What follows belongs to an exercise in optimizing a design on an open flow for small area; a production flow would make more cautious choices.
Only simulation tests tie the RTL to the original design; equivalence was not proved.
The flow treats the clock pin as an ideal source, which a real chip does not have.

== job 101 ==
// elevator_top
module elevator_top(clks, reset_n, raw_floor_call_buttons, raw_panel_buttons, raw_door_open_btn, raw_door_close_btn, raw_emergency_btn, raw_power_switch, weight_sensor, call_button_lights, panel_button_lights, door_open, elevator_control_output, safety_interlock, floor_indicator_lamps, elevator_upward_indicator_lamp, elevator_downward_indicator_lamp, alarm, weight_overload_lamp);
export LEC_CHECK = 0
export CAP_MARGIN = 20
export CORE_MARGIN = 2
export CORE_UTILIZATION = 40
export PLACE_DENSITY = 0.6
export SLEW_MARGIN = 20
create_clock -name core_clock -period 8.0 [get_ports {clks}]
standard.sh (not shown) runs the stock make flow with config.mk's settings and CLKGATE_MAP_FILE= SYNTH_SCRIPT=/design/flow/synth_recipe.tcl, a recipe that flattens the netlist after the stock synthesis.
==> flow/flow/run.sh <==
#!/bin/bash
# The standard ORFS layout (standard.sh) with these changes:
#  - synthesis maps the logic with an area-oriented ABC script
#    (flow/abc_area.script.in: deepsyn, then area mapping) in place of ORFS's
#    speed script; the rest of synthesis is unchanged. Synthesis runs four
#    times, with deepsyn seeds 1-8 (four at a time), and the layout continues from the run with
#    the smallest cell area;
#  - the port buffers are buf_1 instead of the default pick (clkdlybuf4s50_1);
#  - clock tree synthesis builds the tree from clkbuf_4 without dummy loads, and
#    flow/post_cts.tcl then upsizes to clkbuf_8 each leaf buffer whose flip-flop
#    clock pins would see a slew over 105 ps.
set -euo pipefail
W=$(pwd)
export BUFFER_PORTS_ARGS="-buffer_cell sky130_fd_sc_hd__buf_1"
export CTS_ARGS="-sink_clustering_enable -repair_clock_nets -dont_use_dummy_load -buf_list sky130_fd_sc_hd__clkbuf_4 -root_buf sky130_fd_sc_hd__clkbuf_4"
export POST_CTS_TCL="$W/flow/post_cts.tcl"
export CLK_LEAF_SLEW_LIMIT=0.105

# one ORFS scripts folder per seed, with only the ABC speed script replaced
for s in 1 2 3 4 5 6 7 8; do
  mkdir -p "$W/scripts_$s"
  for f in "$FLOW_HOME"/scripts/*; do ln -sf "$f" "$W/scripts_$s/"; done
  rm -f "$W/scripts_$s/abc_speed.script"
  sed "s/SEED/$s/" "$W/flow/abc_area.script.in" > "$W/scripts_$s/abc_speed.script"
  sed "s#WORK_HOME=$W/orfs #WORK_HOME=$W/orfs_s$s #" standard.sh > "$W/standard_s$s.sh"
  grep -q "WORK_HOME=$W/orfs_s$s " "$W/standard_s$s.sh"
done
for wave in "1 2 3 4" "5 6 7 8"; do
  pids=()
  for s in $wave; do
    SCRIPTS_DIR="$W/scripts_$s" bash "$W/standard_s$s.sh" synth > "$W/synth_s$s.log" 2>&1 &
    pids+=($!)
  done
  for p in "${pids[@]}"; do wait "$p"; done
done

best=""; best_area=""
for s in 1 2 3 4 5 6 7 8; do
  a=$(grep "Chip area" "$W/orfs_s$s/reports/sky130hd/elevator_top/base/synth_stat.txt" | awk '{print $NF}')
  echo "seed $s: synthesis cell area $a" | tee -a "$W/synth_pick.log"
  if [[ -z "$best" ]] || awk -v a="$a" -v b="$best_area" 'BEGIN{exit !(a<b)}'; then best=$s; best_area=$a; fi
done
echo "using seed $best" | tee -a "$W/synth_pick.log"
mv "$W/orfs_s$best" "$W/orfs"
export SCRIPTS_DIR="$W/scripts_$best"
bash standard.sh > standard.log 2>&1
Other scripts of this flow, unchanged in this note and not shown: flow/flow/abc_area.script.in, flow/flow/post_cts.tcl
No stage failed in job 101, and the final checks on the layout all came back clean.
diff inputs: job 101 => job 102
--- a/flow/flow/run.sh
+++ b/flow/flow/run.sh
@@ -6 +6 @@
-#    times, with deepsyn seeds 1-8 (four at a time), and the layout continues from the run with
+#    times, with deepsyn seeds 1-4, and the layout continues from the run with
@@ -20 +20 @@
-for s in 1 2 3 4 5 6 7 8; do
+for s in 1 2 3 4; do
@@ -28,7 +28,4 @@
-for wave in "1 2 3 4" "5 6 7 8"; do
-  pids=()
-  for s in $wave; do
-    SCRIPTS_DIR="$W/scripts_$s" bash "$W/standard_s$s.sh" synth > "$W/synth_s$s.log" 2>&1 &
-    pids+=($!)
-  done
-  for p in "${pids[@]}"; do wait "$p"; done
+pids=()
+for s in 1 2 3 4; do
+  SCRIPTS_DIR="$W/scripts_$s" bash "$W/standard_s$s.sh" synth > "$W/synth_s$s.log" 2>&1 &
+  pids+=($!)
@@ -35,0 +33 @@
+for p in "${pids[@]}"; do wait "$p"; done
@@ -38 +36 @@
-for s in 1 2 3 4 5 6 7 8; do
+for s in 1 2 3 4; do
Findings:
- Looking only at final RePlAce weighted congestion, and setting everything else aside, the lower value of job 101 and job 102 goes to job 101.
- Comparing area of the multi-input gates for job 101 and job 102, the bigger number came from job 101.
- Diff job 101 and job 102: cell count of the worst hold path lower in job 101

[static timing again, ports no longer ideal]
How much do the figures lean on ideal ports? The routed layouts below were timed once more, with nothing changed but the port constraints.
Step 1: set_driving_cell puts a clkbuf_16 on clks and a buf_2 on each other input, an assumption about the parent block.
Step 2 times the ports against the registers' clock, not the clock port: input delays grow and output delays shrink by t, the midpoint of the rising clock arrivals with the driver on.
Three values: ideal ports, drivers, drivers and shift; two values: the first two.
| run | t (ns) | slack for setup (ns) | hold slack, ns |
|---|---|---|---|
| job 101 | 0.452 | 3.913 / 3.890 / 3.683 | 0.461 / 0.461 / 0.461 |
| job 102 | 0.450 | 3.936 / 3.905 / 3.854 | 0.449 / 0.449 / 0.449 |
After both steps setup and hold are still met in every run listed. For job 101, which loses most, drivers alone change the setup slack by -0.023 ns; drivers and shift together by -0.230 ns.
